Background: an optimization exercise with open tools, aiming at small area. Do not read the settings as production practice.
Function was checked by simulation only, so behaviour that the tests miss may differ from the original.
Power figures rest on the tool's default switching activity, not on a simulated workload.

// stage23_encode_module
module stage23_encode_module (
    clk , rst_n ,
    original_data_1 , original_data_2 , original_data_3 ,
    message_en_in ,
    message_en_out ,
    packet_head_data_out ,
    length_fast_1_out , length_fast_2_out , length_fast_3_out ,
    message_fast_1_out , message_fast_2_out , message_fast_3_out ,
    packet_ETX_data_out
    );
    input          clk , rst_n , message_en_in ;
    input  [263:0] original_data_1 , original_data_2 , original_data_3 ;
    output         message_en_out ;
    output [119:0] packet_head_data_out ;
    output [7:0]   length_fast_1_out , length_fast_2_out , length_fast_3_out ;
    output [343:0] message_fast_1_out , message_fast_2_out , message_fast_3_out ;
    output [7:0]   packet_ETX_data_out ;
    reg         en1 ;
    reg [263:0] s1_d1 , s1_d2 , s1_d3 ;
    always @( posedge clk ) begin
        en1   <= rst_n & message_en_in ;
        s1_d1 <= original_data_1 ;
        s1_d2 <= original_data_2 ;
        s1_d3 <= original_data_3 ;
    end
    reg  [7:0]  dict_pid , dict_mc , dict_mt ;
    wire [23:0] eh1 , eh2 , eh3 ;
    wire        v1 , v2 , v3 ;
    hdr_eff #( .SLOT3 ( 0 ) ) he1 ( .d ( s1_d1 ) , .d2 ( s1_d2 ) , .eh ( eh1 ) , .valid ( v1 ) );
    hdr_eff #( .SLOT3 ( 0 ) ) he2 ( .d ( s1_d2 ) , .d2 ( s1_d2 ) , .eh ( eh2 ) , .valid ( v2 ) );
    hdr_eff #( .SLOT3 ( 1 ) ) he3 ( .d ( s1_d3 ) , .d2 ( s1_d2 ) , .eh ( eh3 ) , .valid ( v3 ) );
    wire [2:0] ne1 = { eh1[23:16] != dict_pid , eh1[15:8] != dict_mc , eh1[7:0] != dict_mt } ;
    wire [2:0] ne2 = { eh2[23:16] != dict_pid , eh2[15:8] != dict_mc , eh2[7:0] != dict_mt } ;
    wire [2:0] ne3 = { eh3[23:16] != dict_pid , eh3[15:8] != dict_mc , eh3[7:0] != dict_mt } ;
    always @( posedge clk ) begin
        if ( !rst_n )
            { dict_pid , dict_mc , dict_mt } <= 24'd0 ;
  ...
Size: ~5,700 cells after synthesis, ~2,000 I/O pins, ~59,000 sq um of cells after synthesis.
==> flow/config.mk <==
export PLATFORM = sky130hd
export DESIGN_NAME = stage23_encode_module
export DESIGN_NICKNAME = stage23_encode_module
export VERILOG_FILES = /design/flow/design.v
export SDC_FILE = /design/flow/constraint.sdc
export NUM_CORES = 8
export LEC_CHECK = 0
export CAP_MARGIN = 20
export CORE_AREA = 5 5 715 715
export CTS_BUF_LIST = sky130_fd_sc_hd__clkbuf_16
export CTS_CLUSTER_DIAMETER = 100
export CTS_CLUSTER_SIZE = 20
export DIE_AREA = 0 0 720 720
export GPL_TIMING_DRIVEN = 0
export SLEW_MARGIN = 20
==> flow/constraint.sdc <==
create_clock -name core_clock -period 7.0 [get_ports {clk}]
set_input_delay 1.4000 -clock core_clock [delete_from_list [all_inputs] [get_ports {clk}]]
set_output_delay 1.4000 -clock core_clock [all_outputs]
set_load 0.01 [all_outputs]
standard.sh (not shown) runs the stock make flow with config.mk's settings and CLKGATE_MAP_FILE= SYNTH_SCRIPT=/design/flow/synth_recipe.tcl, a recipe that flattens the netlist after the stock synthesis.
==> flow/flow/run.sh <==
#!/bin/bash
# Own layout flow: the standard flow, except that
#  - synthesis maps with an area-oriented ABC script (same Yosys passes and registers otherwise),
#  - the port buffers are the smallest buffer cell.
set -euo pipefail
W=$(pwd)
F=$W/flow

# ORFS's synth.tcl with the ABC call replaced
sed -e 's|log_cmd abc {\*}\$abc_args|log_cmd abc -script $::env(OWN_ABC_SCRIPT) {*}$lib_args {*}$lib_dont_use_args|' \
    "$FLOW_HOME/scripts/synth.tcl" > "$W/own_synth.tcl"
grep -q 'OWN_ABC_SCRIPT' "$W/own_synth.tcl"
export OWN_SYNTH_TCL=$W/own_synth.tcl
export OWN_ABC_SCRIPT=$F/abc_area.script

bash standard.sh SYNTH_SCRIPT="$F/synth_wrap.tcl" synth > "$W/own_synth.log" 2>&1
bash standard.sh BUFFER_PORTS_ARGS="-buffer_cell sky130_fd_sc_hd__buf_1" finish > "$W/own_layout.log" 2>&1
test -s out/final.def
==> flow/flow/abc_area.script <==
strash
dc2
dch -f
amap
==> flow/flow/synth_wrap.tcl <==
proc synth {args} { yosys synth -nofsm -noshare {*}$args }
source $::env(OWN_SYNTH_TCL)
# left out here: clear keep_hierarchy, flatten, clean up, hide names made inside functions, write 1_2_yosys.v
==> next run, changes <==
--- a/flow/config.mk
+++ b/flow/config.mk
@@ -9 +9 @@
-export CORE_AREA = 5 5 715 715
+export CORE_AREA = 5 5 1095 255
@@ -11 +11 @@
-export CTS_CLUSTER_DIAMETER = 100
+export CTS_CLUSTER_DIAMETER = 60
@@ -13,2 +13 @@
-export DIE_AREA = 0 0 720 720
-export GPL_TIMING_DRIVEN = 0
+export DIE_AREA = 0 0 1100 260
Area after synthesis stays the same. Global-route usage increases by 6.7 points. Worst setup slack is better by 0.084 ns. Synthesized cell count does not change. Routed wire length fell by a quarter to a third.
==> next run, changes <==
--- a/flow/config.mk
+++ b/flow/config.mk
@@ -9 +9 @@
-export CORE_AREA = 5 5 1095 255
+export CORE_AREA = 5 5 715 715
@@ -11 +11 @@
-export CTS_CLUSTER_DIAMETER = 60
+export CTS_CLUSTER_DIAMETER = 100
@@ -13 +13,2 @@
-export DIE_AREA = 0 0 1100 260
+export DIE_AREA = 0 0 720 720
+export PLACE_DENSITY = 0.3
Combinational power is higher by about 8%.
Utilization is lower by 11 points.
Power is higher by 14%.
Global-route usage is lower by 8.1 points.
Non-clock buffer count is higher by 62.
Sequential share of layout area is lower by 4.1 points.
Final area is higher by 9.6%.
Routed wire length is higher by 23%.

## afterwards: timing with drivers on the ports
The results above use ideal ports. As a check the final layouts listed here were re-extracted and re-timed, cells and wires unchanged.
Step 1: set_driving_cell puts a clkbuf_16 on clk and a buf_2 on each other input, an assumption about the parent block.
Step 2, shift: input delay + t, output delay - t, t = (earliest + latest rising clock arrival at the registers) / 2. This alone moves slack from input paths to output paths.
Three values: no drivers, after step 1, after step 2; two values: the first two.
run | t (ns) | setup WS [ns] | worst slew at a driven data input, ns | pins driven straight from the clock port
the first run | 0.983 | 0.178 / 0.083 / 1.066 | 0.53 | 1
the second run | 0.868 | 0.263 / 0.155 / 1.023 | 0.61 | 1
the third run | 0.932 | 0.154 / 0.058 / 0.990 | 0.40 | 1
After both steps every run listed still meets setup and hold.
